Source: an optimization exercise on an open RTL-to-GDS flow (aim: small area and a short achievable clock period). Production flows keep margins and buffers that such runs may drop.
In this exercise RTL edits were held to simulation tests only and were not proved equivalent to the original.

==> design/flow/design.v <==
`timescale 1ns / 1ps
module lms_adapt_filt_4tap (clk,rst,xin,din,errr,filt_out);
    input signed [7:0] xin;
    input signed [9:0] din;
    input clk,rst;
    output signed [9:0] filt_out;
    output signed [9:0] errr;
    reg [7:0] x0, x1, x2, x3, x4;
    reg [9:0] y;
    reg [7:0] hb0, hb1, hb2, hb3;    
    reg [5:0] q0, q1, q2, q3;        
    assign filt_out = y;
    assign errr = din - y;
    wire n1 = x0[0] ^ 1'b0;
    wire n2 = (x0[1] & ~x0[0] & ~1'b0) | (~x0[1] & x0[0] & 1'b0);
    wire n3 = x0[2] ^ x0[1];
    wire n4 = (x0[3] & ~x0[2] & ~x0[1]) | (~x0[3] & x0[2] & x0[1]);
    wire n5 = x0[4] ^ x0[3];
    wire n6 = (x0[5] & ~x0[4] & ~x0[3]) | (~x0[5] & x0[4] & x0[3]);
    wire n7 = x0[6] ^ x0[5];
    wire n8 = (x0[7] & ~x0[6] & ~x0[5]) | (~x0[7] & x0[6] & x0[5]);
    wire n9 = x1[0] ^ 1'b0;
    wire n10 = (x1[1] & ~x1[0] & ~1'b0) | (~x1[1] & x1[0] & 1'b0);
    wire n11 = x1[2] ^ x1[1];
    wire n12 = (x1[3] & ~x1[2] & ~x1[1]) | (~x1[3] & x1[2] & x1[1]);
    wire n13 = x1[4] ^ x1[3];
    wire n14 = (x1[5] & ~x1[4] & ~x1[3]) | (~x1[5] & x1[4] & x1[3]);
    wire n15 = x1[6] ^ x1[5];
    wire n16 = (x1[7] & ~x1[6] & ~x1[5]) | (~x1[7] & x1[6] & x1[5]);
    wire n17 = x2[0] ^ 1'b0;
    wire n18 = (x2[1] & ~x2[0] & ~1'b0) | (~x2[1] & x2[0] & 1'b0);
    wire n19 = x2[2] ^ x2[1];
    wire n20 = (x2[3] & ~x2[2] & ~x2[1]) | (~x2[3] & x2[2] & x2[1]);
    wire n21 = x2[4] ^ x2[3];
    wire n22 = (x2[5] & ~x2[4] & ~x2[3]) | (~x2[5] & x2[4] & x2[3]);
    wire n23 = x2[6] ^ x2[5];
    wire n24 = (x2[7] & ~x2[6] & ~x2[5]) | (~x2[7] & x2[6] & x2[5]);
    wire n25 = x3[0] ^ 1'b0;
    wire n26 = (x3[1] & ~x3[0] & ~1'b0) | (~x3[1] & x3[0] & 1'b0);
    wire n27 = x3[2] ^ x3[1];
    wire n28 = (x3[3] & ~x3[2] & ~x3[1]) | (~x3[3] & x3[2] & x3[1]);
    wire n29 = x3[4] ^ x3[3];
    wire n30 = (x3[5] & ~x3[4] & ~x3[3]) | (~x3[5] & x3[4] & x3[3]);
    wire n31 = x3[6] ^ x3[5];
    wire n32 = (x3[7] & ~x3[6] & ~x3[5]) | (~x3[7] & x3[6] & x3[5]);
    wire n33 = x4[0] ^ 1'b0;
    wire n34 = (x4[1] & ~x4[0] & ~1'b0) | (~x4[1] & x4[0] & 1'b0);
    wire n35 = x4[2] ^ x4[1];
    wire n36 = (x4[3] & ~x4[2] & ~x4[1]) | (~x4[3] & x4[2] & x4[1]);
    wire n37 = x4[4] ^ x4[3];
    wire n38 = (x4[5] & ~x4[4] & ~x4[3]) | (~x4[5] & x4[4] & x4[3]);
    wire n39 = x4[6] ^ x4[5];
    wire n40 = (x4[7] & ~x4[6] & ~x4[5]) | (~x4[7] & x4[6] & x4[5]);
    wire n41 = ~q0[2];
    wire n42 = ~q0[3];
    wire n43 = ~q0[4];
    wire n44 = ~q0[5];
    wire n45s, n45c;
    lms_ha u45 (hb0[0], q0[0], n45s, n45c);
    wire n46s, n46c;
    lms_ha u46 (hb0[1], q0[1], n46s, n46c);
    wire n47s, n47c;
    lms_ha u47 (hb0[2], q0[2], n47s, n47c);
    wire n48s, n48c;
    lms_ha u48 (hb0[3], q0[3], n48s, n48c);
    wire n49s, n49c;
    lms_fa u49 (hb0[4], q0[4], q0[5], n49s, n49c);
    wire n50s, n50c;
    lms_ha u50 (hb0[5], q0[5], n50s, n50c);
    wire n51s, n51c;
    lms_ha u51 (hb0[6], q0[5], n51s, n51c);
    wire n52 = hb0[7] ^ q0[5];
    wire n53s, n53c;
    lms_ha u53 (n41, 1'b1, n53s, n53c);
    wire n54s, n54c;
    lms_fa u54 (n42, n45c, n46s, n54s, n54c);
    wire n55s, n55c;
    lms_fa u55 (n43, n46c, n47s, n55s, n55c);
    wire n56s, n56c;
    lms_fa u56 (n44, n47c, n48s, n56s, n56c);
    wire n57s, n57c;
    lms_fa u57 (1'b1, n48c, n49s, n57s, n57c);
    wire n58s, n58c;
    lms_fa u58 (1'b1, n49c, n50s, n58s, n58c);
    wire n59s, n59c;
    lms_fa u59 (1'b1, n50c, n51s, n59s, n59c);
    wire n60 = 1'b1 ^ n52;
    wire n61 = n51c ^ n60;
    wire [7:0] n62 = {n61, n58c, n57c, n56c, n55c, n54c, n53c, n45s} + {n59c, n59s, n58s, n57s, n56s, n55s, n54s, n53s};
    wire n63 = ~q1[2];
    wire n64 = ~q1[3];
    wire n65 = ~q1[4];
    wire n66 = ~q1[5];
    wire n67s, n67c;
    lms_ha u67 (hb1[0], q1[0], n67s, n67c);
    wire n68s, n68c;
    lms_ha u68 (hb1[1], q1[1], n68s, n68c);
    wire n69s, n69c;
    lms_ha u69 (hb1[2], q1[2], n69s, n69c);
    wire n70s, n70c;
    lms_ha u70 (hb1[3], q1[3], n70s, n70c);
    wire n71s, n71c;
    lms_fa u71 (hb1[4], q1[4], q1[5], n71s, n71c);
    wire n72s, n72c;
    lms_ha u72 (hb1[5], q1[5], n72s, n72c);
    wire n73s, n73c;
    lms_ha u73 (hb1[6], q1[5], n73s, n73c);
    wire n74 = hb1[7] ^ q1[5];
    wire n75s, n75c;
    lms_ha u75 (n63, 1'b1, n75s, n75c);
    wire n76s, n76c;
    lms_fa u76 (n64, n67c, n68s, n76s, n76c);
    wire n77s, n77c;
    lms_fa u77 (n65, n68c, n69s, n77s, n77c);
    wire n78s, n78c;
    lms_fa u78 (n66, n69c, n70s, n78s, n78c);
    wire n79s, n79c;
    lms_fa u79 (1'b1, n70c, n71s, n79s, n79c);
    wire n80s, n80c;
    lms_fa u80 (1'b1, n71c, n72s, n80s, n80c);
    wire n81s, n81c;
    lms_fa u81 (1'b1, n72c, n73s, n81s, n81c);
    wire n82 = 1'b1 ^ n74;
    wire n83 = n73c ^ n82;
    wire [7:0] n84 = {n83, n80c, n79c, n78c, n77c, n76c, n75c, n67s} + {n81c, n81s, n80s, n79s, n78s, n77s, n76s, n75s};
    wire n85 = ~q2[2];
    wire n86 = ~q2[3];
    wire n87 = ~q2[4];
    wire n88 = ~q2[5];
    wire n89s, n89c;
    lms_ha u89 (hb2[0], q2[0], n89s, n89c);
    wire n90s, n90c;
    lms_ha u90 (hb2[1], q2[1], n90s, n90c);
    wire n91s, n91c;
    lms_ha u91 (hb2[2], q2[2], n91s, n91c);
    wire n92s, n92c;
    lms_ha u92 (hb2[3], q2[3], n92s, n92c);
    wire n93s, n93c;
    lms_fa u93 (hb2[4], q2[4], q2[5], n93s, n93c);
    wire n94s, n94c;
    lms_ha u94 (hb2[5], q2[5], n94s, n94c);
    wire n95s, n95c;
    lms_ha u95 (hb2[6], q2[5], n95s, n95c);
    wire n96 = hb2[7] ^ q2[5];
    wire n97s, n97c;
    lms_ha u97 (n85, 1'b1, n97s, n97c);
    wire n98s, n98c;
    lms_fa u98 (n86, n89c, n90s, n98s, n98c);
    wire n99s, n99c;
    lms_fa u99 (n87, n90c, n91s, n99s, n99c);
    wire n100s, n100c;
    lms_fa u100 (n88, n91c, n92s, n100s, n100c);
    wire n101s, n101c;
    lms_fa u101 (1'b1, n92c, n93s, n101s, n101c);
    wire n102s, n102c;
    lms_fa u102 (1'b1, n93c, n94s, n102s, n102c);
    wire n103s, n103c;
    lms_fa u103 (1'b1, n94c, n95s, n103s, n103c);
    wire n104 = 1'b1 ^ n96;
    wire n105 = n95c ^ n104;
    wire [7:0] n106 = {n105, n102c, n101c, n100c, n99c, n98c, n97c, n89s} + {n103c, n103s, n102s, n101s, n100s, n99s, n98s, n97s};
    wire n107 = ~q3[2];
    wire n108 = ~q3[3];
    wire n109 = ~q3[4];
    wire n110 = ~q3[5];
    wire n111s, n111c;
    lms_ha u111 (hb3[0], q3[0], n111s, n111c);
    wire n112s, n112c;
    lms_ha u112 (hb3[1], q3[1], n112s, n112c);
    wire n113s, n113c;
    lms_ha u113 (hb3[2], q3[2], n113s, n113c);
    wire n114s, n114c;
    lms_ha u114 (hb3[3], q3[3], n114s, n114c);
    wire n115s, n115c;
    lms_fa u115 (hb3[4], q3[4], q3[5], n115s, n115c);
    wire n116s, n116c;
    lms_ha u116 (hb3[5], q3[5], n116s, n116c);
    wire n117s, n117c;
    lms_ha u117 (hb3[6], q3[5], n117s, n117c);
    wire n118 = hb3[7] ^ q3[5];
    wire n119s, n119c;
    lms_ha u119 (n107, 1'b1, n119s, n119c);
    wire n120s, n120c;
    lms_fa u120 (n108, n111c, n112s, n120s, n120c);
    wire n121s, n121c;
    lms_fa u121 (n109, n112c, n113s, n121s, n121c);
    wire n122s, n122c;
    lms_fa u122 (n110, n113c, n114s, n122s, n122c);
    wire n123s, n123c;
    lms_fa u123 (1'b1, n114c, n115s, n123s, n123c);
    wire n124s, n124c;
    lms_fa u124 (1'b1, n115c, n116s, n124s, n124c);
    wire n125s, n125c;
    lms_fa u125 (1'b1, n116c, n117s, n125s, n125c);
    wire n126 = 1'b1 ^ n118;
    wire n127 = n117c ^ n126;
    wire [7:0] n128 = {n127, n124c, n123c, n122c, n121c, n120c, n119c, n111s} + {n125c, n125s, n124s, n123s, n122s, n121s, n120s, n119s};
    wire n129;
    lms_bpp u129 (n1, n2, x0[1], n62[0], 1'b0, n129);
    wire n130;
    lms_bpp u130 (n1, n2, x0[1], n62[1], n62[0], n130);
    wire n131;
    lms_bpp u131 (n1, n2, x0[1], n62[2], n62[1], n131);
    wire n132;
    lms_bpp u132 (n1, n2, x0[1], n62[3], n62[2], n132);
    wire n133;
    lms_bpp u133 (n1, n2, x0[1], n62[4], n62[3], n133);
    wire n134;
    lms_bpp u134 (n1, n2, x0[1], n62[5], n62[4], n134);
    wire n135;
    lms_bpp u135 (n1, n2, x0[1], n62[6], n62[5], n135);
    wire n136;
    lms_bpp u136 (n1, n2, x0[1], n62[7], n62[6], n136);
    wire n137;
    lms_bpp u137 (n1, n2, x0[1], n62[7], n62[7], n137);
    wire n138;
    lms_bpp u138 (n1, n2, x0[1], n62[7], n62[7], n138);
    wire n139;
    lms_bpp u139 (n3, n4, x0[3], n62[0], 1'b0, n139);
    wire n140;
    lms_bpp u140 (n3, n4, x0[3], n62[1], n62[0], n140);
    wire n141;
    lms_bpp u141 (n3, n4, x0[3], n62[2], n62[1], n141);
    wire n142;
    lms_bpp u142 (n3, n4, x0[3], n62[3], n62[2], n142);
    wire n143;
    lms_bpp u143 (n3, n4, x0[3], n62[4], n62[3], n143);
    wire n144;
    lms_bpp u144 (n3, n4, x0[3], n62[5], n62[4], n144);
    wire n145;
    lms_bpp u145 (n3, n4, x0[3], n62[6], n62[5], n145);
    wire n146;
    lms_bpp u146 (n3, n4, x0[3], n62[7], n62[6], n146);
    wire n147;
    lms_bpp u147 (n5, n6, x0[5], n62[0], 1'b0, n147);
    wire n148;
    lms_bpp u148 (n5, n6, x0[5], n62[1], n62[0], n148);
    wire n149;
    lms_bpp u149 (n5, n6, x0[5], n62[2], n62[1], n149);
    wire n150;
    lms_bpp u150 (n5, n6, x0[5], n62[3], n62[2], n150);
    wire n151;
    lms_bpp u151 (n5, n6, x0[5], n62[4], n62[3], n151);
    wire n152;
    lms_bpp u152 (n5, n6, x0[5], n62[5], n62[4], n152);
    wire n153;
    lms_bpp u153 (n7, n8, x0[7], n62[0], 1'b0, n153);
    wire n154;
    lms_bpp u154 (n7, n8, x0[7], n62[1], n62[0], n154);
    wire n155;
    lms_bpp u155 (n7, n8, x0[7], n62[2], n62[1], n155);
    wire n156;
    lms_bpp u156 (n7, n8, x0[7], n62[3], n62[2], n156);
    wire n157;
    lms_bpp u157 (n9, n10, x1[1], n84[0], 1'b0, n157);
    wire n158;
    lms_bpp u158 (n9, n10, x1[1], n84[1], n84[0], n158);
    wire n159;
    lms_bpp u159 (n9, n10, x1[1], n84[2], n84[1], n159);
    wire n160;
    lms_bpp u160 (n9, n10, x1[1], n84[3], n84[2], n160);
    wire n161;
    lms_bpp u161 (n9, n10, x1[1], n84[4], n84[3], n161);
    wire n162;
    lms_bpp u162 (n9, n10, x1[1], n84[5], n84[4], n162);
    wire n163;
    lms_bpp u163 (n9, n10, x1[1], n84[6], n84[5], n163);
    wire n164;
    lms_bpp u164 (n9, n10, x1[1], n84[7], n84[6], n164);
    wire n165;
    lms_bpp u165 (n9, n10, x1[1], n84[7], n84[7], n165);
    wire n166;
    lms_bpp u166 (n9, n10, x1[1], n84[7], n84[7], n166);
    wire n167;
    lms_bpp u167 (n11, n12, x1[3], n84[0], 1'b0, n167);
    wire n168;
    lms_bpp u168 (n11, n12, x1[3], n84[1], n84[0], n168);
    wire n169;
    lms_bpp u169 (n11, n12, x1[3], n84[2], n84[1], n169);
    wire n170;
    lms_bpp u170 (n11, n12, x1[3], n84[3], n84[2], n170);
    wire n171;
    lms_bpp u171 (n11, n12, x1[3], n84[4], n84[3], n171);
    wire n172;
    lms_bpp u172 (n11, n12, x1[3], n84[5], n84[4], n172);
    wire n173;
    lms_bpp u173 (n11, n12, x1[3], n84[6], n84[5], n173);
    wire n174;
    lms_bpp u174 (n11, n12, x1[3], n84[7], n84[6], n174);
    wire n175;
    lms_bpp u175 (n13, n14, x1[5], n84[0], 1'b0, n175);
    wire n176;
    lms_bpp u176 (n13, n14, x1[5], n84[1], n84[0], n176);
    wire n177;
    lms_bpp u177 (n13, n14, x1[5], n84[2], n84[1], n177);
    wire n178;
    lms_bpp u178 (n13, n14, x1[5], n84[3], n84[2], n178);
    wire n179;
    lms_bpp u179 (n13, n14, x1[5], n84[4], n84[3], n179);
    wire n180;
    lms_bpp u180 (n13, n14, x1[5], n84[5], n84[4], n180);
    wire n181;
    lms_bpp u181 (n15, n16, x1[7], n84[0], 1'b0, n181);
    wire n182;
    lms_bpp u182 (n15, n16, x1[7], n84[1], n84[0], n182);
    wire n183;
    lms_bpp u183 (n15, n16, x1[7], n84[2], n84[1], n183);
    wire n184;
    lms_bpp u184 (n15, n16, x1[7], n84[3], n84[2], n184);
    wire n185;
    lms_bpp u185 (n17, n18, x2[1], n106[0], 1'b0, n185);
    wire n186;
    lms_bpp u186 (n17, n18, x2[1], n106[1], n106[0], n186);
    wire n187;
    lms_bpp u187 (n17, n18, x2[1], n106[2], n106[1], n187);
    wire n188;
    lms_bpp u188 (n17, n18, x2[1], n106[3], n106[2], n188);
    wire n189;
    lms_bpp u189 (n17, n18, x2[1], n106[4], n106[3], n189);
    wire n190;
    lms_bpp u190 (n17, n18, x2[1], n106[5], n106[4], n190);
    wire n191;
    lms_bpp u191 (n17, n18, x2[1], n106[6], n106[5], n191);
    wire n192;
    lms_bpp u192 (n17, n18, x2[1], n106[7], n106[6], n192);
    wire n193;
    lms_bpp u193 (n17, n18, x2[1], n106[7], n106[7], n193);
    wire n194;
    lms_bpp u194 (n17, n18, x2[1], n106[7], n106[7], n194);
    wire n195;
    lms_bpp u195 (n19, n20, x2[3], n106[0], 1'b0, n195);
    wire n196;
    lms_bpp u196 (n19, n20, x2[3], n106[1], n106[0], n196);
    wire n197;
    lms_bpp u197 (n19, n20, x2[3], n106[2], n106[1], n197);
    wire n198;
    lms_bpp u198 (n19, n20, x2[3], n106[3], n106[2], n198);
    wire n199;
    lms_bpp u199 (n19, n20, x2[3], n106[4], n106[3], n199);
    wire n200;
    lms_bpp u200 (n19, n20, x2[3], n106[5], n106[4], n200);
    wire n201;
    lms_bpp u201 (n19, n20, x2[3], n106[6], n106[5], n201);
    wire n202;
    lms_bpp u202 (n19, n20, x2[3], n106[7], n106[6], n202);
    wire n203;
    lms_bpp u203 (n21, n22, x2[5], n106[0], 1'b0, n203);
    wire n204;
    lms_bpp u204 (n21, n22, x2[5], n106[1], n106[0], n204);
    wire n205;
    lms_bpp u205 (n21, n22, x2[5], n106[2], n106[1], n205);
    wire n206;
    lms_bpp u206 (n21, n22, x2[5], n106[3], n106[2], n206);
    wire n207;
    lms_bpp u207 (n21, n22, x2[5], n106[4], n106[3], n207);
    wire n208;
    lms_bpp u208 (n21, n22, x2[5], n106[5], n106[4], n208);
    wire n209;
    lms_bpp u209 (n23, n24, x2[7], n106[0], 1'b0, n209);
    wire n210;
    lms_bpp u210 (n23, n24, x2[7], n106[1], n106[0], n210);
    wire n211;
    lms_bpp u211 (n23, n24, x2[7], n106[2], n106[1], n211);
    wire n212;
    lms_bpp u212 (n23, n24, x2[7], n106[3], n106[2], n212);
    wire n213;
    lms_bpp u213 (n25, n26, x3[1], n128[0], 1'b0, n213);
    wire n214;
    lms_bpp u214 (n25, n26, x3[1], n128[1], n128[0], n214);
    wire n215;
    lms_bpp u215 (n25, n26, x3[1], n128[2], n128[1], n215);
    wire n216;
    lms_bpp u216 (n25, n26, x3[1], n128[3], n128[2], n216);
    wire n217;
    lms_bpp u217 (n25, n26, x3[1], n128[4], n128[3], n217);
    wire n218;
    lms_bpp u218 (n25, n26, x3[1], n128[5], n128[4], n218);
    wire n219;
    lms_bpp u219 (n25, n26, x3[1], n128[6], n128[5], n219);
    wire n220;
    lms_bpp u220 (n25, n26, x3[1], n128[7], n128[6], n220);
    wire n221;
    lms_bpp u221 (n25, n26, x3[1], n128[7], n128[7], n221);
    wire n222;
    lms_bpp u222 (n25, n26, x3[1], n128[7], n128[7], n222);
    wire n223;
    lms_bpp u223 (n27, n28, x3[3], n128[0], 1'b0, n223);
    wire n224;
    lms_bpp u224 (n27, n28, x3[3], n128[1], n128[0], n224);
    wire n225;
    lms_bpp u225 (n27, n28, x3[3], n128[2], n128[1], n225);
    wire n226;
    lms_bpp u226 (n27, n28, x3[3], n128[3], n128[2], n226);
    wire n227;
    lms_bpp u227 (n27, n28, x3[3], n128[4], n128[3], n227);
    wire n228;
    lms_bpp u228 (n27, n28, x3[3], n128[5], n128[4], n228);
    wire n229;
    lms_bpp u229 (n27, n28, x3[3], n128[6], n128[5], n229);
    wire n230;
    lms_bpp u230 (n27, n28, x3[3], n128[7], n128[6], n230);
    wire n231;
    lms_bpp u231 (n29, n30, x3[5], n128[0], 1'b0, n231);
    wire n232;
    lms_bpp u232 (n29, n30, x3[5], n128[1], n128[0], n232);
    wire n233;
    lms_bpp u233 (n29, n30, x3[5], n128[2], n128[1], n233);
    wire n234;
    lms_bpp u234 (n29, n30, x3[5], n128[3], n128[2], n234);
    wire n235;
    lms_bpp u235 (n29, n30, x3[5], n128[4], n128[3], n235);
    wire n236;
    lms_bpp u236 (n29, n30, x3[5], n128[5], n128[4], n236);
    wire n237;
    lms_bpp u237 (n31, n32, x3[7], n128[0], 1'b0, n237);
    wire n238;
    lms_bpp u238 (n31, n32, x3[7], n128[1], n128[0], n238);
    wire n239;
    lms_bpp u239 (n31, n32, x3[7], n128[2], n128[1], n239);
    wire n240;
    lms_bpp u240 (n31, n32, x3[7], n128[3], n128[2], n240);
    wire n241s, n241c;
    lms_ha u241 (n135, n143, n241s, n241c);
    wire n242s, n242c;
    lms_fa u242 (n133, n141, n147, n242s, n242c);
    wire n243s, n243c;
    lms_ha u243 (x0[5], n161, n243s, n243c);
    wire n244s, n244c;
    lms_ha u244 (n134, n142, n244s, n244c);
    wire n245s, n245c;
    lms_fa u245 (n149, n153, x0[7], n245s, n245c);
    wire n246s, n246c;
    lms_fa u246 (n163, n171, n177, n246s, n246c);
    wire n247s, n247c;
    lms_fa u247 (n181, x1[7], n191, n247s, n247c);
    wire n248s, n248c;
    lms_ha u248 (n199, n205, n248s, n248c);
    wire n249s, n249c;
    lms_fa u249 (n136, n144, n150, n249s, n249c);
    wire n250s, n250c;
    lms_fa u250 (n154, n164, n172, n250s, n250c);
    wire n251s, n251c;
    lms_fa u251 (n178, n182, n192, n251s, n251c);
    wire n252s, n252c;
    lms_fa u252 (n200, n206, n210, n252s, n252c);
    wire n253s, n253c;
    lms_fa u253 (n137, n145, n151, n253s, n253c);
    wire n254s, n254c;
    lms_fa u254 (n155, n165, n173, n254s, n254c);
    wire n255s, n255c;
    lms_fa u255 (n179, n183, n193, n255s, n255c);
    wire n256s, n256c;
    lms_ha u256 (n201, n207, n256s, n256c);
    wire n257 = n138 ^ n146;
    wire n258 = n152 ^ n156;
    wire n259 = n166 ^ n174;
    wire n260 = n180 ^ n184;
    wire n261 = n194 ^ n202;
    wire n262 = n208 ^ n212;
    wire n263 = n222 ^ n230;
    wire n264s, n264c;
    lms_fa u264 (n131, n139, x0[3], n264s, n264c);
    wire n265s, n265c;
    lms_ha u265 (n159, n167, n265s, n265c);
    wire n266s, n266c;
    lms_ha u266 (n132, n140, n266s, n266c);
    wire n267s, n267c;
    lms_fa u267 (n169, n175, x1[5], n267s, n267c);
    wire n268s, n268c;
    lms_fa u268 (n189, n197, n203, n268s, n268c);
    wire n269s, n269c;
    lms_ha u269 (x2[5], n217, n269s, n269c);
    wire n270s, n270c;
    lms_fa u270 (n148, n162, n170, n270s, n270c);
    wire n271s, n271c;
    lms_fa u271 (n176, n190, n198, n271s, n271c);
    wire n272s, n272c;
    lms_fa u272 (n204, n218, n226, n272s, n272c);
    wire n273s, n273c;
    lms_ha u273 (n232, n242c, n273s, n273c);
    wire n274s, n274c;
    lms_fa u274 (n209, x2[7], n219, n274s, n274c);
    wire n275s, n275c;
    lms_fa u275 (n227, n233, n237, n275s, n275c);
    wire n276s, n276c;
    lms_fa u276 (x3[7], n241s, n244c, n276s, n276c);
    wire n277s, n277c;
    lms_fa u277 (n245s, n246s, n247s, n277s, n277c);
    wire n278s, n278c;
    lms_fa u278 (n220, n228, n234, n278s, n278c);
    wire n279s, n279c;
    lms_fa u279 (n238, n241c, n245c, n279s, n279c);
    wire n280s, n280c;
    lms_fa u280 (n246c, n247c, n248c, n280s, n280c);
    wire n281s, n281c;
    lms_fa u281 (n249s, n250s, n251s, n281s, n281c);
    wire n282s, n282c;
    lms_fa u282 (n211, n221, n229, n282s, n282c);
    wire n283s, n283c;
    lms_fa u283 (n235, n239, n249c, n283s, n283c);
    wire n284s, n284c;
    lms_fa u284 (n250c, n251c, n252c, n284s, n284c);
    wire n285s, n285c;
    lms_fa u285 (n253s, n254s, n255s, n285s, n285c);
    wire n286 = n236 ^ n240;
    wire n287 = n257 ^ n258;
    wire n288 = n259 ^ n260;
    wire n289 = n261 ^ n262;
    wire n290 = n263 ^ n253c;
    wire n291 = n254c ^ n255c;
    wire n292 = n256c ^ n286;
    wire n293 = n287 ^ n288;
    wire n294s, n294c;
    lms_fa u294 (n129, x0[1], n157, n294s, n294c);
    wire n295s, n295c;
    lms_fa u295 (x1[3], n187, n195, n295s, n295c);
    wire n296s, n296c;
    lms_ha u296 (x2[3], n215, n296s, n296c);
    wire n297s, n297c;
    lms_fa u297 (n160, n168, n188, n297s, n297c);
    wire n298s, n298c;
    lms_fa u298 (n196, n216, n224, n298s, n298c);
    wire n299s, n299c;
    lms_ha u299 (n264c, n265c, n299s, n299c);
    wire n300s, n300c;
    lms_fa u300 (n225, n231, x3[5], n300s, n300c);
    wire n301s, n301c;
    lms_fa u301 (n242s, n243s, n266c, n301s, n301c);
    wire n302s, n302c;
    lms_fa u302 (n267s, n268s, n269s, n302s, n302c);
    wire n303s, n303c;
    lms_fa u303 (n243c, n244s, n267c, n303s, n303c);
    wire n304s, n304c;
    lms_fa u304 (n268c, n269c, n270s, n304s, n304c);
    wire n305s, n305c;
    lms_fa u305 (n271s, n272s, n273s, n305s, n305c);
    wire n306s, n306c;
    lms_fa u306 (n248s, n270c, n271c, n306s, n306c);
    wire n307s, n307c;
    lms_fa u307 (n272c, n273c, n274s, n307s, n307c);
    wire n308s, n308c;
    lms_fa u308 (n275s, n276s, n277s, n308s, n308c);
    wire n309s, n309c;
    lms_fa u309 (n252s, n274c, n275c, n309s, n309c);
    wire n310s, n310c;
    lms_fa u310 (n276c, n277c, n278s, n310s, n310c);
    wire n311s, n311c;
    lms_fa u311 (n279s, n280s, n281s, n311s, n311c);
    wire n312s, n312c;
    lms_fa u312 (n256s, n278c, n279c, n312s, n312c);
    wire n313s, n313c;
    lms_fa u313 (n280c, n281c, n282s, n313s, n313c);
    wire n314s, n314c;
    lms_fa u314 (n283s, n284s, n285s, n314s, n314c);
    wire n315 = n289 ^ n290;
    wire n316 = n291 ^ n292;
    wire n317 = n293 ^ n282c;
    wire n318 = n283c ^ n284c;
    wire n319 = n285c ^ n315;
    wire n320 = n316 ^ n317;
    wire n321s, n321c;
    lms_fa u321 (x1[1], n185, x2[1], n321s, n321c);
    wire n322s, n322c;
    lms_fa u322 (n130, n158, n186, n322s, n322c);
    wire n323s, n323c;
    lms_fa u323 (n223, x3[3], n264s, n323s, n323c);
    wire n324s, n324c;
    lms_ha u324 (n265s, n295s, n324s, n324c);
    wire n325s, n325c;
    lms_fa u325 (n266s, n295c, n296c, n325s, n325c);
    wire n326s, n326c;
    lms_fa u326 (n297s, n298s, n299s, n326s, n326c);
    wire n327s, n327c;
    lms_fa u327 (n297c, n298c, n299c, n327s, n327c);
    wire n328s, n328c;
    lms_fa u328 (n300s, n301s, n302s, n328s, n328c);
    wire n329s, n329c;
    lms_fa u329 (n300c, n301c, n302c, n329s, n329c);
    wire n330s, n330c;
    lms_fa u330 (n303s, n304s, n305s, n330s, n330c);
    wire n331s, n331c;
    lms_fa u331 (n303c, n304c, n305c, n331s, n331c);
    wire n332s, n332c;
    lms_fa u332 (n306s, n307s, n308s, n332s, n332c);
    wire n333s, n333c;
    lms_fa u333 (n306c, n307c, n308c, n333s, n333c);
    wire n334s, n334c;
    lms_fa u334 (n309s, n310s, n311s, n334s, n334c);
    wire n335s, n335c;
    lms_fa u335 (n309c, n310c, n311c, n335s, n335c);
    wire n336s, n336c;
    lms_fa u336 (n312s, n313s, n314s, n336s, n336c);
    wire n337 = n318 ^ n319;
    wire n338 = n320 ^ n312c;
    wire n339 = n313c ^ n314c;
    wire n340 = n337 ^ n338;
    wire n341s, n341c;
    lms_ha u341 (n213, x3[1], n341s, n341c);
    wire n342s, n342c;
    lms_fa u342 (n214, n294c, n321c, n342s, n342c);
    wire n343s, n343c;
    lms_fa u343 (n296s, n322c, n323s, n343s, n343c);
    wire n344s, n344c;
    lms_fa u344 (n323c, n324c, n325s, n344s, n344c);
    wire n345s, n345c;
    lms_fa u345 (n325c, n326c, n327s, n345s, n345c);
    wire n346s, n346c;
    lms_fa u346 (n327c, n328c, n329s, n346s, n346c);
    wire n347s, n347c;
    lms_fa u347 (n329c, n330c, n331s, n347s, n347c);
    wire n348s, n348c;
    lms_fa u348 (n331c, n332c, n333s, n348s, n348c);
    wire n349s, n349c;
    lms_fa u349 (n333c, n334c, n335s, n349s, n349c);
    wire n350 = n339 ^ n340;
    wire n351 = n335c ^ n336c;
    wire n352s, n352c;
    lms_ha u352 (n294s, n321s, n352s, n352c);
    wire n353s, n353c;
    lms_fa u353 (n322s, n341c, n342s, n353s, n353c);
    wire n354s, n354c;
    lms_fa u354 (n324s, n342c, n343s, n354s, n354c);
    wire n355s, n355c;
    lms_fa u355 (n326s, n343c, n344s, n355s, n355c);
    wire n356s, n356c;
    lms_fa u356 (n328s, n344c, n345s, n356s, n356c);
    wire n357s, n357c;
    lms_fa u357 (n330s, n345c, n346s, n357s, n357c);
    wire n358s, n358c;
    lms_fa u358 (n332s, n346c, n347s, n358s, n358c);
    wire n359s, n359c;
    lms_fa u359 (n334s, n347c, n348s, n359s, n359c);
    wire n360s, n360c;
    lms_fa u360 (n336s, n348c, n349s, n360s, n360c);
    wire n361 = n350 ^ n351;
    wire n362 = n349c ^ n361;
    wire [9:0] n363 = {n362, n359c, n358c, n357c, n356c, n355c, n354c, n353c, n352c, n341s} + {n360c, n360s, n359s, n358s, n357s, n356s, n355s, n354s, n353s, n352s};
    wire n364;
    lms_bpp u364 (n9, n10, x1[1], errr[0], 1'b0, n364);
    wire n365;
    lms_bpp u365 (n9, n10, x1[1], errr[1], errr[0], n365);
    wire n366;
    lms_bpp u366 (n9, n10, x1[1], errr[2], errr[1], n366);
    wire n367;
    lms_bpp u367 (n9, n10, x1[1], errr[3], errr[2], n367);
    wire n368;
    lms_bpp u368 (n9, n10, x1[1], errr[4], errr[3], n368);
    wire n369;
    lms_bpp u369 (n9, n10, x1[1], errr[5], errr[4], n369);
    wire n370;
    lms_bpp u370 (n9, n10, x1[1], errr[6], errr[5], n370);
    wire n371;
    lms_bpp u371 (n9, n10, x1[1], errr[7], errr[6], n371);
    wire n372;
    lms_bpp u372 (n9, n10, x1[1], errr[8], errr[7], n372);
    wire n373;
    lms_bpp u373 (n9, n10, x1[1], errr[9], errr[8], n373);
    wire n374;
    lms_bpp u374 (n11, n12, x1[3], errr[0], 1'b0, n374);
    wire n375;
    lms_bpp u375 (n11, n12, x1[3], errr[1], errr[0], n375);
    wire n376;
    lms_bpp u376 (n11, n12, x1[3], errr[2], errr[1], n376);
    wire n377;
    lms_bpp u377 (n11, n12, x1[3], errr[3], errr[2], n377);
    wire n378;
    lms_bpp u378 (n11, n12, x1[3], errr[4], errr[3], n378);
    wire n379;
    lms_bpp u379 (n11, n12, x1[3], errr[5], errr[4], n379);
    wire n380;
    lms_bpp u380 (n11, n12, x1[3], errr[6], errr[5], n380);
    wire n381;
    lms_bpp u381 (n11, n12, x1[3], errr[7], errr[6], n381);
    wire n382;
    lms_bpp u382 (n13, n14, x1[5], errr[0], 1'b0, n382);
    wire n383;
    lms_bpp u383 (n13, n14, x1[5], errr[1], errr[0], n383);
    wire n384;
    lms_bpp u384 (n13, n14, x1[5], errr[2], errr[1], n384);
    wire n385;
    lms_bpp u385 (n13, n14, x1[5], errr[3], errr[2], n385);
    wire n386;
    lms_bpp u386 (n13, n14, x1[5], errr[4], errr[3], n386);
    wire n387;
    lms_bpp u387 (n13, n14, x1[5], errr[5], errr[4], n387);
    wire n388;
    lms_bpp u388 (n15, n16, x1[7], errr[0], 1'b0, n388);
    wire n389;
    lms_bpp u389 (n15, n16, x1[7], errr[1], errr[0], n389);
    wire n390;
    lms_bpp u390 (n15, n16, x1[7], errr[2], errr[1], n390);
    wire n391;
    lms_bpp u391 (n15, n16, x1[7], errr[3], errr[2], n391);
    wire n392s, n392c;
    lms_ha u392 (n370, n378, n392s, n392c);
    wire n393s, n393c;
    lms_ha u393 (n371, n379, n393s, n393c);
    wire n394s, n394c;
    lms_ha u394 (n372, n380, n394s, n394c);
    wire n395 = n373 ^ n381;
    wire n396s, n396c;
    lms_ha u396 (n368, n376, n396s, n396c);
    wire n397s, n397c;
    lms_ha u397 (n369, n377, n397s, n397c);
    wire n398s, n398c;
    lms_fa u398 (n384, n388, x1[7], n398s, n398c);
    wire n399s, n399c;
    lms_fa u399 (n385, n389, n392c, n399s, n399c);
    wire n400s, n400c;
    lms_fa u400 (n386, n390, n393c, n400s, n400c);
    wire n401 = n387 ^ n391;
    wire n402 = n395 ^ n394c;
    wire n403s, n403c;
    lms_ha u403 (n366, n374, n403s, n403c);
    wire n404s, n404c;
    lms_ha u404 (n367, n375, n404s, n404c);
    wire n405s, n405c;
    lms_fa u405 (n382, x1[5], n396s, n405s, n405c);
    wire n406s, n406c;
    lms_fa u406 (n383, n396c, n397s, n406s, n406c);
    wire n407s, n407c;
    lms_fa u407 (n392s, n397c, n398s, n407s, n407c);
    wire n408s, n408c;
    lms_fa u408 (n393s, n398c, n399s, n408s, n408c);
    wire n409s, n409c;
    lms_fa u409 (n394s, n399c, n400s, n409s, n409c);
    wire n410 = n401 ^ n402;
    wire n411 = n400c ^ n410;
    wire [9:0] n412 = {n411, n408c, n407c, n406c, n405c, n404c, n403c, x1[3], n365, n364} + {n409c, n409s, n408s, n407s, n406s, n405s, n404s, n403s, 1'b0, x1[1]};
    wire [5:0] n413 = n412[9:4];
    wire n414;
    lms_bpp u414 (n17, n18, x2[1], errr[0], 1'b0, n414);
    wire n415;
    lms_bpp u415 (n17, n18, x2[1], errr[1], errr[0], n415);
    wire n416;
    lms_bpp u416 (n17, n18, x2[1], errr[2], errr[1], n416);
    wire n417;
    lms_bpp u417 (n17, n18, x2[1], errr[3], errr[2], n417);
    wire n418;
    lms_bpp u418 (n17, n18, x2[1], errr[4], errr[3], n418);
    wire n419;
    lms_bpp u419 (n17, n18, x2[1], errr[5], errr[4], n419);
    wire n420;
    lms_bpp u420 (n17, n18, x2[1], errr[6], errr[5], n420);
    wire n421;
    lms_bpp u421 (n17, n18, x2[1], errr[7], errr[6], n421);
    wire n422;
    lms_bpp u422 (n17, n18, x2[1], errr[8], errr[7], n422);
    wire n423;
    lms_bpp u423 (n17, n18, x2[1], errr[9], errr[8], n423);
    wire n424;
    lms_bpp u424 (n19, n20, x2[3], errr[0], 1'b0, n424);
    wire n425;
    lms_bpp u425 (n19, n20, x2[3], errr[1], errr[0], n425);
    wire n426;
    lms_bpp u426 (n19, n20, x2[3], errr[2], errr[1], n426);
    wire n427;
    lms_bpp u427 (n19, n20, x2[3], errr[3], errr[2], n427);
    wire n428;
    lms_bpp u428 (n19, n20, x2[3], errr[4], errr[3], n428);
    wire n429;
    lms_bpp u429 (n19, n20, x2[3], errr[5], errr[4], n429);
    wire n430;
    lms_bpp u430 (n19, n20, x2[3], errr[6], errr[5], n430);
    wire n431;
    lms_bpp u431 (n19, n20, x2[3], errr[7], errr[6], n431);
    wire n432;
    lms_bpp u432 (n21, n22, x2[5], errr[0], 1'b0, n432);
    wire n433;
    lms_bpp u433 (n21, n22, x2[5], errr[1], errr[0], n433);
    wire n434;
    lms_bpp u434 (n21, n22, x2[5], errr[2], errr[1], n434);
    wire n435;
    lms_bpp u435 (n21, n22, x2[5], errr[3], errr[2], n435);
    wire n436;
    lms_bpp u436 (n21, n22, x2[5], errr[4], errr[3], n436);
    wire n437;
    lms_bpp u437 (n21, n22, x2[5], errr[5], errr[4], n437);
    wire n438;
    lms_bpp u438 (n23, n24, x2[7], errr[0], 1'b0, n438);
    wire n439;
    lms_bpp u439 (n23, n24, x2[7], errr[1], errr[0], n439);
    wire n440;
    lms_bpp u440 (n23, n24, x2[7], errr[2], errr[1], n440);
    wire n441;
    lms_bpp u441 (n23, n24, x2[7], errr[3], errr[2], n441);
    wire n442s, n442c;
    lms_ha u442 (n420, n428, n442s, n442c);
    wire n443s, n443c;
    lms_ha u443 (n421, n429, n443s, n443c);
    wire n444s, n444c;
    lms_ha u444 (n422, n430, n444s, n444c);
    wire n445 = n423 ^ n431;
    wire n446s, n446c;
    lms_ha u446 (n418, n426, n446s, n446c);
    wire n447s, n447c;
    lms_ha u447 (n419, n427, n447s, n447c);
    wire n448s, n448c;
    lms_fa u448 (n434, n438, x2[7], n448s, n448c);
    wire n449s, n449c;
    lms_fa u449 (n435, n439, n442c, n449s, n449c);
    wire n450s, n450c;
    lms_fa u450 (n436, n440, n443c, n450s, n450c);
    wire n451 = n437 ^ n441;
    wire n452 = n445 ^ n444c;
    wire n453s, n453c;
    lms_ha u453 (n416, n424, n453s, n453c);
    wire n454s, n454c;
    lms_ha u454 (n417, n425, n454s, n454c);
    wire n455s, n455c;
    lms_fa u455 (n432, x2[5], n446s, n455s, n455c);
    wire n456s, n456c;
    lms_fa u456 (n433, n446c, n447s, n456s, n456c);
    wire n457s, n457c;
    lms_fa u457 (n442s, n447c, n448s, n457s, n457c);
    wire n458s, n458c;
    lms_fa u458 (n443s, n448c, n449s, n458s, n458c);
    wire n459s, n459c;
    lms_fa u459 (n444s, n449c, n450s, n459s, n459c);
    wire n460 = n451 ^ n452;
    wire n461 = n450c ^ n460;
    wire [9:0] n462 = {n461, n458c, n457c, n456c, n455c, n454c, n453c, x2[3], n415, n414} + {n459c, n459s, n458s, n457s, n456s, n455s, n454s, n453s, 1'b0, x2[1]};
    wire [5:0] n463 = n462[9:4];
    wire n464;
    lms_bpp u464 (n25, n26, x3[1], errr[0], 1'b0, n464);
    wire n465;
    lms_bpp u465 (n25, n26, x3[1], errr[1], errr[0], n465);
    wire n466;
    lms_bpp u466 (n25, n26, x3[1], errr[2], errr[1], n466);
    wire n467;
    lms_bpp u467 (n25, n26, x3[1], errr[3], errr[2], n467);
    wire n468;
    lms_bpp u468 (n25, n26, x3[1], errr[4], errr[3], n468);
    wire n469;
    lms_bpp u469 (n25, n26, x3[1], errr[5], errr[4], n469);
    wire n470;
    lms_bpp u470 (n25, n26, x3[1], errr[6], errr[5], n470);
    wire n471;
    lms_bpp u471 (n25, n26, x3[1], errr[7], errr[6], n471);
    wire n472;
    lms_bpp u472 (n25, n26, x3[1], errr[8], errr[7], n472);
    wire n473;
    lms_bpp u473 (n25, n26, x3[1], errr[9], errr[8], n473);
    wire n474;
    lms_bpp u474 (n27, n28, x3[3], errr[0], 1'b0, n474);
    wire n475;
    lms_bpp u475 (n27, n28, x3[3], errr[1], errr[0], n475);
    wire n476;
    lms_bpp u476 (n27, n28, x3[3], errr[2], errr[1], n476);
    wire n477;
    lms_bpp u477 (n27, n28, x3[3], errr[3], errr[2], n477);
    wire n478;
    lms_bpp u478 (n27, n28, x3[3], errr[4], errr[3], n478);
    wire n479;
    lms_bpp u479 (n27, n28, x3[3], errr[5], errr[4], n479);
    wire n480;
    lms_bpp u480 (n27, n28, x3[3], errr[6], errr[5], n480);
    wire n481;
    lms_bpp u481 (n27, n28, x3[3], errr[7], errr[6], n481);
    wire n482;
    lms_bpp u482 (n29, n30, x3[5], errr[0], 1'b0, n482);
    wire n483;
    lms_bpp u483 (n29, n30, x3[5], errr[1], errr[0], n483);
    wire n484;
    lms_bpp u484 (n29, n30, x3[5], errr[2], errr[1], n484);
    wire n485;
    lms_bpp u485 (n29, n30, x3[5], errr[3], errr[2], n485);
    wire n486;
    lms_bpp u486 (n29, n30, x3[5], errr[4], errr[3], n486);
    wire n487;
    lms_bpp u487 (n29, n30, x3[5], errr[5], errr[4], n487);
    wire n488;
    lms_bpp u488 (n31, n32, x3[7], errr[0], 1'b0, n488);
    wire n489;
    lms_bpp u489 (n31, n32, x3[7], errr[1], errr[0], n489);
    wire n490;
    lms_bpp u490 (n31, n32, x3[7], errr[2], errr[1], n490);
    wire n491;
    lms_bpp u491 (n31, n32, x3[7], errr[3], errr[2], n491);
    wire n492s, n492c;
    lms_ha u492 (n470, n478, n492s, n492c);
    wire n493s, n493c;
    lms_ha u493 (n471, n479, n493s, n493c);
    wire n494s, n494c;
    lms_ha u494 (n472, n480, n494s, n494c);
    wire n495 = n473 ^ n481;
    wire n496s, n496c;
    lms_ha u496 (n468, n476, n496s, n496c);
    wire n497s, n497c;
    lms_ha u497 (n469, n477, n497s, n497c);
    wire n498s, n498c;
    lms_fa u498 (n484, n488, x3[7], n498s, n498c);
    wire n499s, n499c;
    lms_fa u499 (n485, n489, n492c, n499s, n499c);
    wire n500s, n500c;
    lms_fa u500 (n486, n490, n493c, n500s, n500c);
    wire n501 = n487 ^ n491;
    wire n502 = n495 ^ n494c;
    wire n503s, n503c;
    lms_ha u503 (n466, n474, n503s, n503c);
    wire n504s, n504c;
    lms_ha u504 (n467, n475, n504s, n504c);
    wire n505s, n505c;
    lms_fa u505 (n482, x3[5], n496s, n505s, n505c);
    wire n506s, n506c;
    lms_fa u506 (n483, n496c, n497s, n506s, n506c);
    wire n507s, n507c;
    lms_fa u507 (n492s, n497c, n498s, n507s, n507c);
    wire n508s, n508c;
    lms_fa u508 (n493s, n498c, n499s, n508s, n508c);
    wire n509s, n509c;
    lms_fa u509 (n494s, n499c, n500s, n509s, n509c);
    wire n510 = n501 ^ n502;
    wire n511 = n500c ^ n510;
    wire [9:0] n512 = {n511, n508c, n507c, n506c, n505c, n504c, n503c, x3[3], n465, n464} + {n509c, n509s, n508s, n507s, n506s, n505s, n504s, n503s, 1'b0, x3[1]};
    wire [5:0] n513 = n512[9:4];
    wire n514;
    lms_bpp u514 (n33, n34, x4[1], errr[0], 1'b0, n514);
    wire n515;
    lms_bpp u515 (n33, n34, x4[1], errr[1], errr[0], n515);
    wire n516;
    lms_bpp u516 (n33, n34, x4[1], errr[2], errr[1], n516);
    wire n517;
    lms_bpp u517 (n33, n34, x4[1], errr[3], errr[2], n517);
    wire n518;
    lms_bpp u518 (n33, n34, x4[1], errr[4], errr[3], n518);
    wire n519;
    lms_bpp u519 (n33, n34, x4[1], errr[5], errr[4], n519);
    wire n520;
    lms_bpp u520 (n33, n34, x4[1], errr[6], errr[5], n520);
    wire n521;
    lms_bpp u521 (n33, n34, x4[1], errr[7], errr[6], n521);
    wire n522;
    lms_bpp u522 (n33, n34, x4[1], errr[8], errr[7], n522);
    wire n523;
    lms_bpp u523 (n33, n34, x4[1], errr[9], errr[8], n523);
    wire n524;
    lms_bpp u524 (n35, n36, x4[3], errr[0], 1'b0, n524);
    wire n525;
    lms_bpp u525 (n35, n36, x4[3], errr[1], errr[0], n525);
    wire n526;
    lms_bpp u526 (n35, n36, x4[3], errr[2], errr[1], n526);
    wire n527;
    lms_bpp u527 (n35, n36, x4[3], errr[3], errr[2], n527);
    wire n528;
    lms_bpp u528 (n35, n36, x4[3], errr[4], errr[3], n528);
    wire n529;
    lms_bpp u529 (n35, n36, x4[3], errr[5], errr[4], n529);
    wire n530;
    lms_bpp u530 (n35, n36, x4[3], errr[6], errr[5], n530);
    wire n531;
    lms_bpp u531 (n35, n36, x4[3], errr[7], errr[6], n531);
    wire n532;
    lms_bpp u532 (n37, n38, x4[5], errr[0], 1'b0, n532);
    wire n533;
    lms_bpp u533 (n37, n38, x4[5], errr[1], errr[0], n533);
    wire n534;
    lms_bpp u534 (n37, n38, x4[5], errr[2], errr[1], n534);
    wire n535;
    lms_bpp u535 (n37, n38, x4[5], errr[3], errr[2], n535);
    wire n536;
    lms_bpp u536 (n37, n38, x4[5], errr[4], errr[3], n536);
    wire n537;
    lms_bpp u537 (n37, n38, x4[5], errr[5], errr[4], n537);
    wire n538;
    lms_bpp u538 (n39, n40, x4[7], errr[0], 1'b0, n538);
    wire n539;
    lms_bpp u539 (n39, n40, x4[7], errr[1], errr[0], n539);
    wire n540;
    lms_bpp u540 (n39, n40, x4[7], errr[2], errr[1], n540);
    wire n541;
    lms_bpp u541 (n39, n40, x4[7], errr[3], errr[2], n541);
    wire n542s, n542c;
    lms_ha u542 (n520, n528, n542s, n542c);
    wire n543s, n543c;
    lms_ha u543 (n521, n529, n543s, n543c);
    wire n544s, n544c;
    lms_ha u544 (n522, n530, n544s, n544c);
    wire n545 = n523 ^ n531;
    wire n546s, n546c;
    lms_ha u546 (n518, n526, n546s, n546c);
    wire n547s, n547c;
    lms_ha u547 (n519, n527, n547s, n547c);
    wire n548s, n548c;
    lms_fa u548 (n534, n538, x4[7], n548s, n548c);
    wire n549s, n549c;
    lms_fa u549 (n535, n539, n542c, n549s, n549c);
    wire n550s, n550c;
    lms_fa u550 (n536, n540, n543c, n550s, n550c);
    wire n551 = n537 ^ n541;
    wire n552 = n545 ^ n544c;
    wire n553s, n553c;
    lms_ha u553 (n516, n524, n553s, n553c);
    wire n554s, n554c;
    lms_ha u554 (n517, n525, n554s, n554c);
    wire n555s, n555c;
    lms_fa u555 (n532, x4[5], n546s, n555s, n555c);
    wire n556s, n556c;
    lms_fa u556 (n533, n546c, n547s, n556s, n556c);
    wire n557s, n557c;
    lms_fa u557 (n542s, n547c, n548s, n557s, n557c);
    wire n558s, n558c;
    lms_fa u558 (n543s, n548c, n549s, n558s, n558c);
    wire n559s, n559c;
    lms_fa u559 (n544s, n549c, n550s, n559s, n559c);
    wire n560 = n551 ^ n552;
    wire n561 = n550c ^ n560;
    wire [9:0] n562 = {n561, n558c, n557c, n556c, n555c, n554c, n553c, x4[3], n515, n514} + {n559c, n559s, n558s, n557s, n556s, n555s, n554s, n553s, 1'b0, x4[1]};
    wire [5:0] n563 = n562[9:4];
    always @(posedge clk or posedge rst)
    if (rst) begin
        x0 <= 8'd0; x1 <= 8'd0; x2 <= 8'd0; x3 <= 8'd0; x4 <= 8'd0;
        y  <= 10'd0;
        hb0 <= 8'd1; hb1 <= 8'd1; hb2 <= 8'd1; hb3 <= 8'd1;
        q0 <= 6'd0; q1 <= 6'd0; q2 <= 6'd0; q3 <= 6'd0;
    end else begin
        x0 <= xin; x1 <= x0; x2 <= x1; x3 <= x2; x4 <= x3;
        y  <= n363;
        hb0 <= n62; q0 <= n413;
        hb1 <= n84; q1 <= n463;
        hb2 <= n106; q2 <= n513;
        hb3 <= n128; q3 <= n563;
    end
endmodule
module lms_fa (a, b, c, s, co);
    input a, b, c;
    output s, co;
    assign s = a ^ b ^ c;
    assign co = (a & b) | (a & c) | (b & c);
endmodule
module lms_bpp (one, two, neg, a, a1, pp);
    input one, two, neg, a, a1;
    output pp;
    assign pp = ((one & a) | (two & a1)) ^ neg;
endmodule
module lms_ha (a, b, s, co);
    input a, b;
    output s, co;
    assign s = a ^ b;
    assign co = a & b;
endmodule
==> design/flow/run.sh <==
#!/bin/bash
# synth_recipe.tcl (not shown) runs the flow's synth.tcl, then flattens the netlist and writes it again
# the make line also repeats each setting of config.mk as NAME=value (left out here)
make -C /OpenROAD-flow-scripts/flow DESIGN_CONFIG=/design/flow/config.mk WORK_HOME=/design/flow/orfs CLKGATE_MAP_FILE= SYNTH_SCRIPT=/design/flow/synth_recipe.tcl finish
==> design/flow/config.mk <==
export PLATFORM = sky130hd
export DESIGN_NAME = lms_adapt_filt_4tap
export DESIGN_NICKNAME = lms_adapt_filt_4tap
export VERILOG_FILES = /design/flow/design.v
export SDC_FILE = /design/flow/constraint.sdc
export NUM_CORES = 4
export LEC_CHECK = 0
export CAP_MARGIN = 20
export CORE_MARGIN = 2
export CORE_UTILIZATION = 40
export SLEW_MARGIN = 20
export SYNTH_HIERARCHICAL = 1
==> design/flow/constraint.sdc <==
create_clock -name core_clock -period 12.0 [get_ports {clk}]
set_input_delay 2.4000 -clock core_clock [delete_from_list [all_inputs] [get_ports {clk}]]
set_output_delay 2.4000 -clock core_clock [all_outputs]
set_load 0.01 [all_outputs]
==> results.py <==
metrics = {
    "setup_path": {
        "critical-path-max-stage-delay_ps": 870,
        "end_kind": "output port",
        "crit_chain": "clkdlybuf4s50_1 -> inv_1 -> ha_1 -> nor2b_1 -> o21ai_1 -> a21boi_1 -> o21ai_1 -> a21oi_1 -> xor2_2 -> clkdlybuf4s50_1",
        "crit_path_start_kind": "input port",
        "worst_ep_required_time_ps": 9600,
        "r2r_cells": 23,
        "cp_data_arrival_time_ps": 5630,
        "timing_worst_setup_path_type": "in2out",
        "crit_slowest_cell": "xor2_2",
        "critical_path.max_fanout": 13,
    },
    "synth": {
        "synthSimpleGateAreaFrac_pct": 3.47,
        "synth.distinct_cells": 33,
        "synth_fa_ha_area_share_pct": 31.8,
        "synth_top_area_share_pct": 19.6,
        "yosys_register_bits": 106,
        "syn_inst": 1240,
        "netlist_area_um2": 14800,
        "syn-mean-instance-area_um2": 11.9,
        "synth-compound-area-share_pct": 23.9,
        "synth-xor-area-share_pct": 21.3,
        "synth_top_family_by_area": "adder cells",
        "synth.area.top_cells": "fa_1 20%, a22oi_2 19%, xnor2_1 19%, dfrtp_1 17%, ha_1 12%",
        "yosysWarningCount": 7,
        "yosysSeqAreaShare_pct": 18.0,
        "synth.mux.area_fraction_pct": 0,
        "synth.largest_area_cell": "fa_1",
    },
    "sta": {
        "min_period_ps": 8030,
        "finClkSkew_ps": 21.6,
        "relSlewSlack_pct": 27.7,
        "period_share_pct": 66.9,
        "setup_tns_ps": 0,
        "final-setup-viol-count": 0,
        "slew_violations": 0,
        "fmax_ghz": 0.124,
        "finalHoldViolations": 0,
        "rsz0062_at_grt": "false",
        "tightest_slew_ps": 1080,
    },
    "detailed_routing": {
        "drc_errors": 0,
        "wirelength_um": 36100,
        "wl_per_cell_um": 19.4,
        "viasPerCell": 5.36,
        "ant_nets": 0,
        "drtIter0Drc": 492,
        "vias": 9992,
        "dr.pass1.iters": 5,
    },
    "grt": {
        "grt_pass1_vias": 10592,
        "grt-ovfl-total": 0,
        "grt_pass1_wl_um": 58900,
        "antenna_found_initial": 0,
        "grt_util_all_layers_pct": 19.8,
        "grt_max_degree": 59,
    },
    "cells_and_area": {
        "multiInputGateArea_um2": 12200,
        "layout_commonest_cell": "xnor2_1",
        "syn2layout_area_growth_pct": 13.6,
        "fill_cells": 3335,
        "nets": 1700,
        "fin_util_pct": 46.0,
        "design_area_um2": 16800,
        "regArea_um2": 2660,
        "antenna-diode-count": 0,
        "final_cell_mix": "311 x xnor2_1, 224 x a22oi_2, 145 x fa_1, 144 x ha_1, 102 x dfrtp_1",
        "drive_gt1_share_pct": 23.6,
        "fin_cells": 1864,
    },
    "cts": {
        "cts-buffers-inserted": 9,
        "holdBufCountCts": 0,
        "clkLatencyLatePin_ps": 380,
        "cts.clk_slew.worst_paths_ps": 90,
        "root_buffer": "clkbuf_16",
        "ctsResizeCount": 0,
        "clockBufferDepth": 2,
        "cts_tree": "built",
        "cts_setup_buffers": 0,
        "cts.htree.levels": 3,
        "cts_num_sinks": 106,
    },
    "placement": {
        "hpwlAfterDp_um": 27500,
        "place.port_buffers": 39,
        "routabilityCongestion": 0.803,
        "dp_cells": 1848,
        "place_area_um2": 16400,
    },
    "status": {
        "run_status": "timing/DRC/antenna clean",
    },
    "floorplanning": {
        "pin_count": 40,
        "coreArea_um2": 36500,
        "dieHeight_um": 196,
        "chipWidth_um": 196,
        "rows": 70,
        "initial_core_util_pct": 40.5,
        "die_area_um2": 38500,
    },
    "job": {
        "max_cap_viol_count": 0,
    },
    "hold_path": {
        "hp-class": "reg2reg",
        "hold_depth": 0,
    },
}
-- cell type report --
type / count / share of cell area (%)
timing repair buffer: 94 / 4.79
clock buffer: 9 / 1.34
multi-input combinational: 1125 / 72.6
tap: 468 / 3.49
sequential: 106 / 15.8
inverter: 55 / 1.24
clock inverter: 7 / 0.723
-- sequential cells by signal, summed over array words and instances (netlist names) --
| name | flops |
|---|---|
| hb2 | 8 |
| q0 | 6 |
| hb0 | 8 |
| x2 | 8 |
| y | 10 |
| q1 | 6 |
| q3 | 6 |
| x3 | 8 |
| x4 | 8 |
| q2 | 6 |
| hb3 | 8 |
| x1 | 8 |
| x0 | 8 |
| hb1 | 8 |
-- kinds of logic (layout without fill, tap and decap cells) --
kind of cell    after synthesis  count (layout)
compound gates              335             335
xor+xnor                    360             360
fa+ha+maj                   289             289
buf+inv                      55             165
flops                       106             106
other cells                   2              48
simple gates                 93              93
-- stage by stage --
stage,worst slack (ps),hold slack [ps]
5_1_grt,3780,485
4_1_cts,3930,454
3_5_place_dp,3950,432
2_1_floorplan,4060,403
6_report,3970,447
3_3_place_gp,3940,427
-- layer usage --
metal,wire [um],global-route usage (%),share of wire (%),vias to the layer above
met5,0,0,0,-
met4,1320,8.25,3.7,0
met3,1050,1.68,2.9,58
met2,17600,33.6,49,190
met1,16100,26.0,45,5058
li1,-,-,-,4686
-- modules after synthesis, one instance, submodules excluded --
| module | flops+latches | area [um^2] |
|---|---|---|
| lms_fa | 0 | 20.0 |
| lms_adapt_filt_4tap | 106 | 6360 |
| lms_ha | 0 | 12.5 |
| lms_bpp | 0 | 21.3 |
-- critical path, delay by kind of cell --
family	cells	cell delay [ps]
buf+inv	3	1200
xor+xnor	1	870
fa+ha+maj	1	220
compound gates	4	820
simple gates	1	120
-- cells in the mapped netlist --
master / count
nand3b_1: 15
or4_1: 1
nand2_1: 14
nand2b_1: 17
a21boi_1: 1
a21oi_1: 32
o41ai_2: 1
nor4_1: 1
o21a_1: 5
nor3_1: 6
dfrtp_1: 102
o21ai_2: 4
xor2_1: 46
a22oi_2: 224
conb_1: 2
nand3_1: 5
dfstp_2: 4
o21ai_1: 2
o21bai_1: 9
fa_1: 145
inv_1: 55
a21oi_4: 4
o21ai_0: 29
and3_1: 1
nor2_1: 16
a41o_1: 4
nor2_2: 4
nand4_1: 1
xnor2_1: 314
a2111oi_0: 1
ha_1: 144
nor2b_1: 12
a21o_1: 19
-- worst paths after layout --
path / slack [ps] / from / end
setup / recovery: 3970 / din[0] / errr[7]
hold / removal: 450 / x0[4]$_DFF_PP0_ / x1[4]$_DFF_PP0_
setup reg to reg: 4580 / hb0[1]$_DFF_PP0_ / y[9]$_DFF_PP0_
hold reg to reg: 450 / x0[4]$_DFF_PP0_ / x1[4]$_DFF_PP0_
max in group asynchronous: 8310 / rst / hb3[7]$_DFF_PP0_
min in group asynchronous: 2460 / rst / x1[1]$_DFF_PP0_

==> re-timing with driven ports <==
How much do the figures lean on ideal ports? The routed layout below was timed once more, with nothing changed but the port constraints.
Step 1 assumes that a clkbuf_16 drives the clock port and a buf_2 every other input.
Step 2 times the ports against the registers' clock, not the clock port: input delays grow and output delays shrink by t, the midpoint of the rising clock arrivals with the driver on.
a / b / c = no drivers / after step 1 / after step 2; a / b = the first two.
t (ns): 0.421
slack for setup (ns): 3.968 / 3.946 / 3.946
hold slack, ns: 0.447 / 0.447 / 0.447
latest minus earliest clock arrival (ns): 0.024 / 0.025
worst slew at a driven data input, ns: 0.04
After both steps this run still meets setup and hold. The setup slack of this run moves by -0.022 ns with the drivers and by -0.022 ns with both steps.
